This design comes from an exercise in tuning for small area on the open sky130 flow, not from production work. In this exercise RTL edits were held to simulation tests only and were not proved equivalent to the original. Power is estimated from default activity; no workload was simulated.

## ras
module ras #(
	parameter DATA_WIDTH = 64,
	parameter DATA_DEPTH = 4
)(
	input  logic                  rst_ni,
	input  logic                  clk_i,
	input  logic                  bp_flush_i,
	input  logic                  ras_push_i,
	input  logic                  ras_pop_i,
	input  logic [DATA_WIDTH-1:0] ras_data_i,
	output logic                  ras_data_vld_o,
	output logic [DATA_WIDTH-1:0] ras_data_o
);
For scale: about 790 cells after synthesis, ~260 flip-flops, ~130 I/O pins.
clock: 4.0 ns
lec_check: 0
cap_margin: 20
core_margin: 2
core_utilization: 75
slew_margin: 20
synth_hierarchical: 1
synth_minimum_keep_size: 0
standard.sh (not shown) runs the stock make flow with config.mk's settings and CLKGATE_MAP_FILE= SYNTH_SCRIPT=/design/flow/synth_recipe.tcl, a recipe that flattens the netlist after the stock synthesis.
==> flow/flow/run.sh <==
#!/bin/bash
# Standard ORFS layout, with the smallest buffer on the ports and a clock tree
# of larger clusters and no dummy loads.
set -euo pipefail
bash standard.sh \
  BUFFER_PORTS_ARGS="-buffer_cell sky130_fd_sc_hd__buf_1" \
  CTS_ARGS="-sink_clustering_enable -repair_clock_nets -sink_clustering_size 20 -sink_clustering_max_diameter 200 -buf_list sky130_fd_sc_hd__clkbuf_8 -dont_use_dummy_load" \
  finish > standard.log 2>&1
Next try:
CORE_UTILIZATION = 55   (was 75)
Outcome:
- The new run completed with no timing, DRC or antenna violations
- area after synthesis stays the same
- worst setup slack improved by 0.43 ns
- die area rises by 35%


The RTL this note starts from:
==> flow/design.v <==
module ras #(
	parameter DATA_WIDTH = 64,
	parameter DATA_DEPTH = 4
)(
	input  logic                  rst_ni,
	input  logic                  clk_i,
	input  logic                  bp_flush_i,
	input  logic                  ras_push_i,
	input  logic                  ras_pop_i,
	input  logic [DATA_WIDTH-1:0] ras_data_i,
	output logic                  ras_data_vld_o,
	output logic [DATA_WIDTH-1:0] ras_data_o
);
  logic [DATA_DEPTH-1:0] [DATA_WIDTH-1:0] data_d, data_q;
  logic [DATA_DEPTH-1:0] data_vld_d, data_vld_q;
  assign ras_data_vld_o = data_vld_q[0];
  assign ras_data_o     = data_q[0];
  logic sel_push, sel_pop, sel_hold, sel_in;
  assign sel_push = ras_push_i & ~ras_pop_i;    
  assign sel_pop  = ras_pop_i  & ~ras_push_i;   
  assign sel_hold = ~(sel_push | sel_pop);      
  assign sel_in   = ras_push_i;                 
  ras_sel3 #(.W(DATA_WIDTH)) u_sel_top (
    .sa(sel_in),  .a(ras_data_i),
    .sb(sel_pop), .b(data_q[1]),
    .sc(~ras_push_i & ~ras_pop_i), .c(data_q[0]),
    .y(data_d[0])
  );
  for (genvar i = 1; i < DATA_DEPTH-1; i++) begin : g_mid
    ras_sel3 #(.W(DATA_WIDTH)) u_sel (
      .sa(sel_push), .a(data_q[i-1]),
      .sb(sel_pop),  .b(data_q[i+1]),
      .sc(sel_hold), .c(data_q[i]),
      .y(data_d[i])
    );
  end
  assign data_d[DATA_DEPTH-1] = sel_push ? data_q[DATA_DEPTH-2] : data_q[DATA_DEPTH-1];
  always_comb begin
    data_vld_d = data_vld_q;
    if (bp_flush_i) begin
      data_vld_d = '0;
    end else if (ras_push_i && ras_pop_i) begin
      data_vld_d[0] = 1'b1;
    end else if (ras_push_i) begin
      data_vld_d = {data_vld_q[DATA_DEPTH-2:0], 1'b1};
    end else if (ras_pop_i) begin
      data_vld_d = {1'b0, data_vld_q[DATA_DEPTH-1:1]};
    end
  end
  always_ff @(posedge clk_i) begin
    data_q <= data_d;
  end
  always_ff @(posedge clk_i or negedge rst_ni) begin
    if (~rst_ni) data_vld_q <= '0;
    else         data_vld_q <= data_vld_d;
  end
endmodule
module ras_sel3 #(
	parameter W = 64
)(
	input  logic         sa,
	input  logic [W-1:0] a,
	input  logic         sb,
	input  logic [W-1:0] b,
	input  logic         sc,
	input  logic [W-1:0] c,
	output logic [W-1:0] y
);
  assign y = ({W{sa}} & a) | ({W{sb}} & b) | ({W{sc}} & c);
endmodule
Settings: LEC_CHECK=0, CAP_MARGIN=0, CORE_MARGIN=2, CORE_UTILIZATION=40, GPL_TIMING_DRIVEN=0, SLEW_MARGIN=0, SYNTH_HIERARCHICAL=1, SYNTH_MINIMUM_KEEP_SIZE=0; clock period 4.0 ns.
Scripts as last shown in full above: flow/flow/run.sh
==> next run, changes <==
--- a/flow/flow/run.sh
+++ b/flow/flow/run.sh
@@ -1,6 +1,10 @@
 #!/bin/bash
-# Standard ORFS layout, with the smallest buffer on the ports and a clock tree
-# of larger clusters and no dummy loads.
+# Standard ORFS layout, with the smallest buffer on the ports, a clock tree
+# of larger clusters and no dummy loads, and no large buffers after synthesis.
 set -euo pipefail
+PLATFORM_DONT_USE="$(make -s -C "$FLOW_HOME" DESIGN_CONFIG="$PWD/config.mk" WORK_HOME="$PWD/orfs" print-DONT_USE_CELLS | sed -n 's/^DONT_USE_CELLS: //p')"
+EXTRA_DONT_USE="sky130_fd_sc_hd__buf_8 sky130_fd_sc_hd__buf_12 sky130_fd_sc_hd__buf_16 sky130_fd_sc_hd__bufbuf_8 sky130_fd_sc_hd__bufbuf_16 sky130_fd_sc_hd__inv_8 sky130_fd_sc_hd__inv_12 sky130_fd_sc_hd__inv_16 sky130_fd_sc_hd__ha_2 sky130_fd_sc_hd__ha_4 sky130_fd_sc_hd__bufinv_8 sky130_fd_sc_hd__bufinv_16"
+bash standard.sh synth > synth.log 2>&1
 bash standard.sh \
+  DONT_USE_CELLS="$PLATFORM_DONT_USE $EXTRA_DONT_USE" \
   BUFFER_PORTS_ARGS="-buffer_cell sky130_fd_sc_hd__buf_1" \
CAP_MARGIN = 20   (was 0)
GPL_TIMING_DRIVEN = not set   (was 0)
SLEW_MARGIN = 20   (was 0)
Outcome: The changed run ran to the end with no violations; total power falls by 3.9%; via count falls by 6.5%; worst hold slack barely changes; worst setup slack is better by 0.11 ns; first-iteration DRC count falls by 7.4%; register-to-register slack barely changes; final cell count falls by 8.3%.
==> next run, changes <==
==> flow/flow/run.sh (replaced) <==
#!/bin/bash
# Standard ORFS layout, with the smallest buffer on the ports and a clock tree
# of larger clusters and no dummy loads.
set -euo pipefail
bash standard.sh \
  BUFFER_PORTS_ARGS="-buffer_cell sky130_fd_sc_hd__buf_1" \
  CTS_ARGS="-sink_clustering_enable -repair_clock_nets -sink_clustering_size 20 -sink_clustering_max_diameter 200 -buf_list sky130_fd_sc_hd__clkbuf_8 -dont_use_dummy_load" \
  finish > standard.log 2>&1
Outcome: The changed run finished clean; non-clock buffer count is lower by 15; setup slack gets worse by 0.20 ns; maximum frequency fell by 8.7%; die area does not change; power grows by 0.37%; core utilization is about the same.


before:
RTL: the design.v shown in full above, as it stands there.
Settings: LEC_CHECK=0, CAP_MARGIN=20, CORE_MARGIN=2, CORE_UTILIZATION=70, SLEW_MARGIN=20, SYNTH_HIERARCHICAL=1, SYNTH_MINIMUM_KEEP_SIZE=0; clock period 4.0 ns.
==> flow/flow/run.sh <==
#!/bin/bash
# Standard ORFS layout, with the smallest buffer on the ports and a clock tree
# of larger clusters and no dummy loads.
set -euo pipefail
bash standard.sh \
  BUFFER_PORTS_ARGS="-buffer_cell sky130_fd_sc_hd__buf_1" \
  CTS_ARGS="-sink_clustering_enable -repair_clock_nets -sink_clustering_size 20 -sink_clustering_max_diameter 200 -buf_list sky130_fd_sc_hd__clkbuf_8 -dont_use_dummy_load" \
  finish > standard.log 2>&1
Edits applied to the flow inputs when going from before to after:
diff --git a/flow/config.mk b/flow/config.mk
--- a/flow/config.mk
+++ b/flow/config.mk
@@ -6,8 +6,8 @@
 export NUM_CORES = 4
 export LEC_CHECK = 0
-export CAP_MARGIN = 20
+export CAP_MARGIN = 0
 export CORE_MARGIN = 2
-export CORE_UTILIZATION = 70
-export SLEW_MARGIN = 20
+export CORE_UTILIZATION = 40
+export SLEW_MARGIN = 0
 export SYNTH_HIERARCHICAL = 1
 export SYNTH_MINIMUM_KEEP_SIZE = 0
- Compared with before, wire length of the first global-routing pass in after increased by a few percent.
- Per the comparison of after with before, clock power now larger; antenna cell count comparable.
- Against before as the reference, after delivers a higher setup slack on the worst flop-to-flop path.
- In after, the measured slew at the worst slew-check pin came out 110 ps above the value in before.
- The die of after is larger than the one used in before.
- Changes observed in after relative to before: detailed placement HPWL down 580 um, first-pass detailed-route iteration total increased 1.
- No run among before and after stopped early or left any final violation; all are clean.

separate check: timing with driven ports:
No port has a modelled driver above. Below, the same layouts with a new extraction and two added sets of constraints. Step 1 assumes that a clkbuf_16 drives the clock port and a buf_2 every other input. Step 2 times the ports against the registers' clock, not the clock port: input delays grow and output delays shrink by t, the midpoint of the rising clock arrivals with the driver on. Three values: no drivers, after step 1, after step 2; two values: the first two.
| run | shift t [ns] | setup slack, ns | worst setup path after step 2 |
|---|---|---|---|
| the first run of note 1 | 0.525 | 1.624 / 1.637 / 1.112 | input to register |
| the second run of note 1 | 0.531 | 2.056 / 2.052 / 1.539 | input to register |
| the first run of note 2 | 0.553 | 1.785 / 1.804 / 1.251 | input to register |
| the second run of note 2 | 0.540 | 1.898 / 1.915 / 1.375 | input to register |
| the third run of note 2 | 0.544 | 1.697 / 1.712 / 1.168 | input to register |
| before | 0.533 | 1.527 / 1.542 / 1.009 | input to register |
| after | 0.544 | 1.697 / 1.712 / 1.168 | input to register |
After both steps every run listed still meets setup and hold. The setup slack of the first run of note 2, which loses most, moves by +0.019 ns with the drivers and by -0.534 ns with both steps.
